What follows belongs to an exercise in optimizing a design on an open flow for a short achievable clock period and few clock cycles; a production flow would make more cautious choices.
Only simulation tests tie the RTL to the original design; equivalence was not proved.
Power figures rest on the tool's default switching activity, not on a simulated workload.

<file path="design/flow/design.v">
module mips(
    input clk,
    input reset,
    output [31:0] i_addr,
    input [31:0] i_data,
    output [31:0] d_addr,
    output [31:0] d_wdata,
    output d_we,
    input [31:0] d_rdata
    );
    reg [31:0] pc;                           
    reg [31:0] d_ins, d_pc4;                 
    reg [15:0] d_hi_inc, d_hi_dec;           
    reg        d_pred;                       
    reg [5:0]  d_idx;                        
    wire [63:0] bp;                          
    reg [31:0] e_a, e_b, e_sd, e_tgt;        
    reg        e_add, e_sub, e_or;           
    reg        e_sld;                        
    reg        e_beq, e_jr, e_load, e_store, e_wen;
    reg        e_pred;
    reg [5:0]  e_idx;
    reg [4:0]  e_dst;
    reg [31:0] m_res, m_wdata;               
    reg [31:0] m_addr;                       
    reg        m_we, m_load, m_wen;
    reg [4:0]  m_dst;
    reg [31:0] w_res;                        
    reg        w_wen;
    reg [4:0]  w_dst;
    wire [31:0] rf [0:31];
    assign rf[0] = 32'd0;
    assign i_addr  = pc;
    assign d_addr  = m_addr;
    assign d_wdata = m_wdata;
    assign d_we    = m_we;
    wire [31:0] sum = e_a + e_b;
    wire [31:0] dif = e_a - e_b;
    wire [31:0] orv = e_a | e_b;
    wire [31:0] res = ({32{e_add}} & sum) | ({32{e_sub}} & dif) | ({32{e_or}} & orv);
    wire br_eq  = (e_a == e_b);
    wire br_mis = e_beq && (br_eq != e_pred);
    wire jr_mis = e_jr && (e_a != e_tgt);
    wire redirect = br_mis || jr_mis;
    wire [31:0] r_tgt = e_jr ? e_a : e_tgt;
    wire [5:0]  op = d_ins[31:26];
    wire [5:0]  fn = d_ins[5:0];
    wire [4:0]  rs = d_ins[25:21];
    wire [4:0]  rt = d_ins[20:16];
    wire [4:0]  rd = d_ins[15:11];
    wire [15:0] imm = d_ins[15:0];
    wire i_r    = (op == 6'h00);
    wire i_addu = i_r && (fn == 6'h21);
    wire i_subu = i_r && (fn == 6'h23);
    wire i_jr   = i_r && (fn == 6'h08);
    wire i_ori  = (op == 6'h0d);
    wire i_lui  = (op == 6'h0f);
    wire i_lw   = (op == 6'h23);
    wire i_sw   = (op == 6'h2b);
    wire i_beq  = (op == 6'h04);
    wire i_j    = (op == 6'h02);
    wire i_jal  = (op == 6'h03);
    wire beq_always = i_beq && (rs == rt);
    wire [4:0] dst = (i_addu || i_subu) ? rd :
                     (i_ori || i_lui || i_lw) ? rt :
                     i_jal ? 5'd31 : 5'd0;
    wire wen = (dst != 5'd0);
    wire use_rs = i_addu || i_subu || i_ori || i_lui || i_lw || i_sw || (i_beq && !beq_always) || i_jr;
    wire use_rt = i_addu || i_subu || (i_beq && !beq_always);
    wire bimm   = i_ori || i_lui || i_lw || i_sw || i_jal;
    wire stall = e_load && e_wen && ((use_rs && rs == e_dst) || (use_rt && rt == e_dst));
    wire [31:0] rf_rs = (w_wen && w_dst == rs) ? w_res : rf[rs];
    wire [31:0] rf_rt = (w_wen && w_dst == rt) ? w_res : rf[rt];
    wire s_e  = e_wen && (e_dst == rs);
    wire s_m  = !s_e && m_wen && (m_dst == rs);
    wire t_e  = e_wen && (e_dst == rt);
    wire t_m  = !t_e && m_wen && (m_dst == rt);
    wire [31:0] m_val = m_load ? d_rdata : m_res;
    wire [31:0] a_oth  = i_jal ? 32'd0 : s_m ? m_val : rf_rs;
    wire [31:0] st_oth = t_m ? m_val : rf_rt;
    wire sa_e = s_e && !i_jal;
    wire [31:0] a_next  = ({32{sa_e && e_add}} & sum) | ({32{sa_e && e_sub}} & dif) |
                          ({32{sa_e && e_or}} & orv) | ({32{!sa_e}} & a_oth);
    wire [31:0] st_next = ({32{t_e && e_add}} & sum) | ({32{t_e && e_sub}} & dif) |
                          ({32{t_e && e_or}} & orv) | ({32{!t_e}} & st_oth);
    wire [31:0] d_imm  = i_ori ? {16'd0, imm} :
                         i_lui ? {imm, 16'd0} :
                         i_jal ? d_pc4 + 32'd4 :
                         {{16{imm[15]}}, imm};
    wire tb_e = t_e && !bimm;
    wire [31:0] b_oth  = bimm ? d_imm : st_oth;
    wire [31:0] b_next = ({32{tb_e && e_add}} & sum) | ({32{tb_e && e_sub}} & dif) |
                         ({32{tb_e && e_or}} & orv) | ({32{!tb_e}} & b_oth);
    wire [16:0] bt_lo = {1'b0, d_pc4[15:0]} + {1'b0, imm[13:0], 2'b00};
    wire [15:0] bt_hi = (bt_lo[16] == imm[13]) ? d_pc4[31:16] :
                        bt_lo[16] ? d_hi_inc : d_hi_dec;
    wire [31:0] br_tgt = {bt_hi, bt_lo[15:0]};
    wire [31:0] j_tgt  = {d_pc4[31:28], d_ins[25:0], 2'b00};
    reg  [31:0] ras;                         
    wire pred_t  = i_beq && !beq_always && d_pred;
    wire d_taken = i_j || i_jal || beq_always || pred_t || i_jr;
    wire [31:0] d_tgt = i_jr ? ras : (i_j || i_jal) ? j_tgt : br_tgt;
    wire [31:0] pc4 = pc + 32'd4;
    wire [31:0] pc_next = redirect ? r_tgt :
                          stall ? pc :
                          d_taken ? d_tgt : pc4;
    reg rst;                                 
    always @(posedge clk) rst <= reset;
    genvar g;
    generate
        for (g = 1; g < 32; g = g + 1) begin : gpr
            reg [31:0] q;
            always @(posedge clk)
                if (rst) q <= 32'd0;
                else if (w_wen && w_dst == g) q <= w_res;
            assign rf[g] = q;
        end
        for (g = 0; g < 64; g = g + 1) begin : bpt
            reg q;
            always @(posedge clk)
                if (rst) q <= 1'b0;
                else if (e_beq && e_idx == g) q <= br_eq;
            assign bp[g] = q;
        end
    endgenerate
    always @(posedge clk) begin
        if (rst) begin
            pc <= 32'h3000;
            d_ins <= 32'd0;
            ras <= 32'd0;
            e_beq <= 1'b0; e_jr <= 1'b0; e_load <= 1'b0; e_store <= 1'b0; e_wen <= 1'b0;
            m_we <= 1'b0; m_load <= 1'b0; m_wen <= 1'b0;
            w_wen <= 1'b0;
        end else begin
            pc <= pc_next;
            if (!stall) d_ins <= redirect ? 32'd0 : i_data;
            if (!stall && i_jal) ras <= d_pc4 + 32'd4;
            e_beq <= !stall && i_beq && !beq_always;
            e_jr <= !stall && i_jr;
            e_load <= !stall && i_lw;
            e_store <= !stall && i_sw;
            e_wen <= !stall && wen;
            m_we <= e_store && !reset;
            m_load <= e_load;
            m_wen <= e_wen;
            w_wen <= m_wen;
        end
    end
    always @(posedge clk) begin
        if (!stall) begin
            d_pc4 <= pc4;
            d_hi_inc <= pc4[31:16] + 16'd1;
            d_hi_dec <= pc4[31:16] - 16'd1;
            d_pred <= bp[pc[7:2]];
            d_idx <= pc[7:2];
        end
        e_a <= a_next;
        e_b <= b_next;
        e_sd <= st_next;
        e_tgt <= i_jr ? ras : pred_t ? d_pc4 + 32'd4 : br_tgt;
        e_pred <= d_pred;
        e_idx <= d_idx;
        e_add <= !(i_subu || i_ori || i_lui || i_jal);
        e_sub <= i_subu;
        e_or <= i_ori || i_lui || i_jal;
        e_sld <= i_sw && e_load && e_wen && (e_dst == rt);
        e_dst <= dst;
        m_res <= res;
        m_addr <= sum;
        m_wdata <= e_sld ? d_rdata : e_sd;
        m_dst <= e_dst;
        w_res <= m_val;
        w_dst <= m_dst;
    end
endmodule
</file>
<file path="design/flow/flow/run.sh">
#!/bin/bash
set -euo pipefail
here=$(pwd)
{
  echo "proc abc {args} { set i [lsearch \$args -script]; if {\$i >= 0} { lset args [expr {\$i + 1}] {$here/flow/abc_map.script} }; yosys abc {*}\$args }"
  cat synth_recipe.tcl
} > synth_abc.tcl
bash standard.sh SYNTH_SCRIPT="$here/synth_abc.tcl" SETUP_SLACK_MARGIN=7.4 MIN_CLK_ROUTING_LAYER=met4 finish > flow_make.log 2>&1
</file>
<file path="design/flow/flow/abc_map.script">
strash
dch
map -D 10
buffer -c
topo
stime -c
upsize -c
dnsize -c
</file>
<file path="design/flow/standard.sh">
#!/bin/bash
# synth_recipe.tcl (not shown) runs the flow's synth.tcl, then flattens the netlist and writes it again
# the make line also repeats each setting of config.mk as NAME=value (left out here)
make -C /OpenROAD-flow-scripts/flow DESIGN_CONFIG=/design/flow/config.mk WORK_HOME=/design/flow/orfs CLKGATE_MAP_FILE= SYNTH_SCRIPT=/design/flow/synth_recipe.tcl "${@:-finish}"
</file>
<file path="design/flow/config.mk">
export PLATFORM = sky130hd
export DESIGN_NAME = mips
export DESIGN_NICKNAME = mips
export VERILOG_FILES = /design/flow/design.v
export SDC_FILE = /design/flow/constraint.sdc
export NUM_CORES = 4
export LEC_CHECK = 0
export CAP_MARGIN = 20
export CORE_MARGIN = 2
export CORE_UTILIZATION = 60
export CTS_BUF_LIST = sky130_fd_sc_hd__clkbuf_16
export CTS_CLUSTER_DIAMETER = 100
export CTS_CLUSTER_SIZE = 40
export GPL_TIMING_DRIVEN = 1
export PLACE_DENSITY = 0.7
export SLEW_MARGIN = 20
export TNS_END_PERCENT = 100
</file>
<file path="design/flow/constraint.sdc">
create_clock -name core_clock -period 10.0 [get_ports {clk}]
set_input_delay 2.0000 -clock core_clock [delete_from_list [all_inputs] [get_ports {clk}]]
set_output_delay 2.0000 -clock core_clock [all_outputs]
set_load 0.01 [all_outputs]
</file>
==> results.txt <==
[how the worst max path moves through the flow]
| stage | start | to | depth (start not counted) |
|---|---|---|---|
| floorplan | d_rdata[0] | e_b[0]$_DFF_P_ | 4 |
| global placement | d_ins[18]$_SDFFE_PP0N_ | e_b[11]$_DFF_P_ | 9 |
| detailed placement | d_ins[18]$_SDFFE_PP0N_ | e_b[11]$_DFF_P_ | 9 |
| CTS | pc[2]$_SDFFE_PP0P_ | i_addr[2] | 2 |
[routing by layer]
layer	overflow	global-route usage [%]
met1	84	87.3
met2	160	94.3
met3	109	77.6
met4	202	76.4
met5	61	65.9
[what timing repair did]
item,4_1_cts
buffers inserted,635
setup endpoints to repair,1214
gates cloned,111
gates resized for setup,2218
hold buffers,0
pin swaps,383
[cells by family after synthesis]
| family | count (synthesis) |
|---|---|
| adders and majority gates | 115 |
| muxes | 12 |
| and+or+nand+nor | 3726 |
| DFF | 1514 |
| AOI/OAI and AO/OA | 3610 |
| buffers and inverters | 1928 |
| xor gates and xnor gates | 83 |
[power groups by stage]
stage	logic [mW]	registers, mW	clock network [mW]
after CTS	2.74	6.45	3.07
after detailed placement	1.86	6.61	0
after global placement	1.85	6.61	0
after floorplan	1.11	6.48	0
[metrics by stage]
stage | hold slack, ns | utilization (%) | power, mW | setup WS [ns]
2_1_floorplan | 0.323 | - | 7.59 | 7.31
3_3_place_gp | 0.325 | 62.5 | 8.46 | 5.15
3_5_place_dp | 0.327 | 62.5 | 8.47 | 5.09
4_1_cts | 0.361 | 75.6 | 12.3 | 6.59
==> results.txt <==
- Cell Rows: 133
- First Err: [ERROR GRT-0116] Global routing finished with congestion. Check the congestion regions in the DRC Viewer.
- Maximum number of pins on one net before global-route repair: around 160
- Overall routing resource usage: between 80 and 90%
- Post-synthesis cell type count: 82
- DIE HEIGHT: ~370 µm
- Post-synthesis instance area: between 0.07 and 0.08 mm²
- Synth cell count leaders: sky130_fd_sc_hd__o21ai_0, sky130_fd_sc_hd__dfxtp_1, sky130_fd_sc_hd__a21oi_1
- Compound-gate portion of the synthesized area: a little over a quarter
- Total congestion overflow after global routing: between 600 and 700
- Sequential-to-total area share from yosys stat: around two fifths
- Post-synthesis async set-or-reset flop share: 0%
- Multiplexer fraction of the synthesized cell area: less than 1%
- Ranking of synthesized cells by area: sky130_fd_sc_hd__dfxtp_1, sky130_fd_sc_hd__o21ai_0, sky130_fd_sc_hd__nand4_1
- Num ports: ~160
- Via count of the first global-routing pass: 111,111
- Area leader, netlist: sky130_fd_sc_hd__dfxtp_1
- Synth Area in XOR/XNOR: less than 1%
- Number of enable flip-flop cells after synthesis: 70
- Number of buffers created by CTS: 49
- Die outline width: approximately 370 µm
- Number of placed instances, taps included: between 10,000 and 15,000
- Starting Density: between 60% and 70%
- Status: did not finish
- Gp weighted congestion: roughly 1.2
- Largest family of logic cells by synthesized area: compound AO/OA/AOI/OAI gates
- Number of buffers inserted by port buffering: 162
- Most frequently used flop master after synthesis: sky130_fd_sc_hd__dfxtp_1
- Synthesized flop and latch total: 1,514
- Final HPWL DP: 296,000 µm
- H-tree depth: 2
- Net Count, Synth: roughly 11,000
- Post-synthesis average cell area: a little over 7 µm²
- Cells after synthesis: roughly 11,000
- Exit stage: global routing (5_1_grt)
- CTS sink cnt: 1,514
- Wire length of the first global-routing pass: between 800,000 and 900,000 µm
- Clock Path Buffers: 3
- Share of the synthesized area in the top cell type: between 30 and 40%
- Area fraction in and, or, nand and nor cells after synthesis: around 22%
- Clock root buffer: sky130_fd_sc_hd__clkbuf_16
- Leading cell type by number of instances after synthesis: sky130_fd_sc_hd__o21ai_0
- Warnings, synthesis: 1
- Placed cell area: 0.0822 mm²
- Post-synthesis adder-cell area fraction: 1.84%
Testbench counts, summed over its fixed seeds: cycles 18,636.
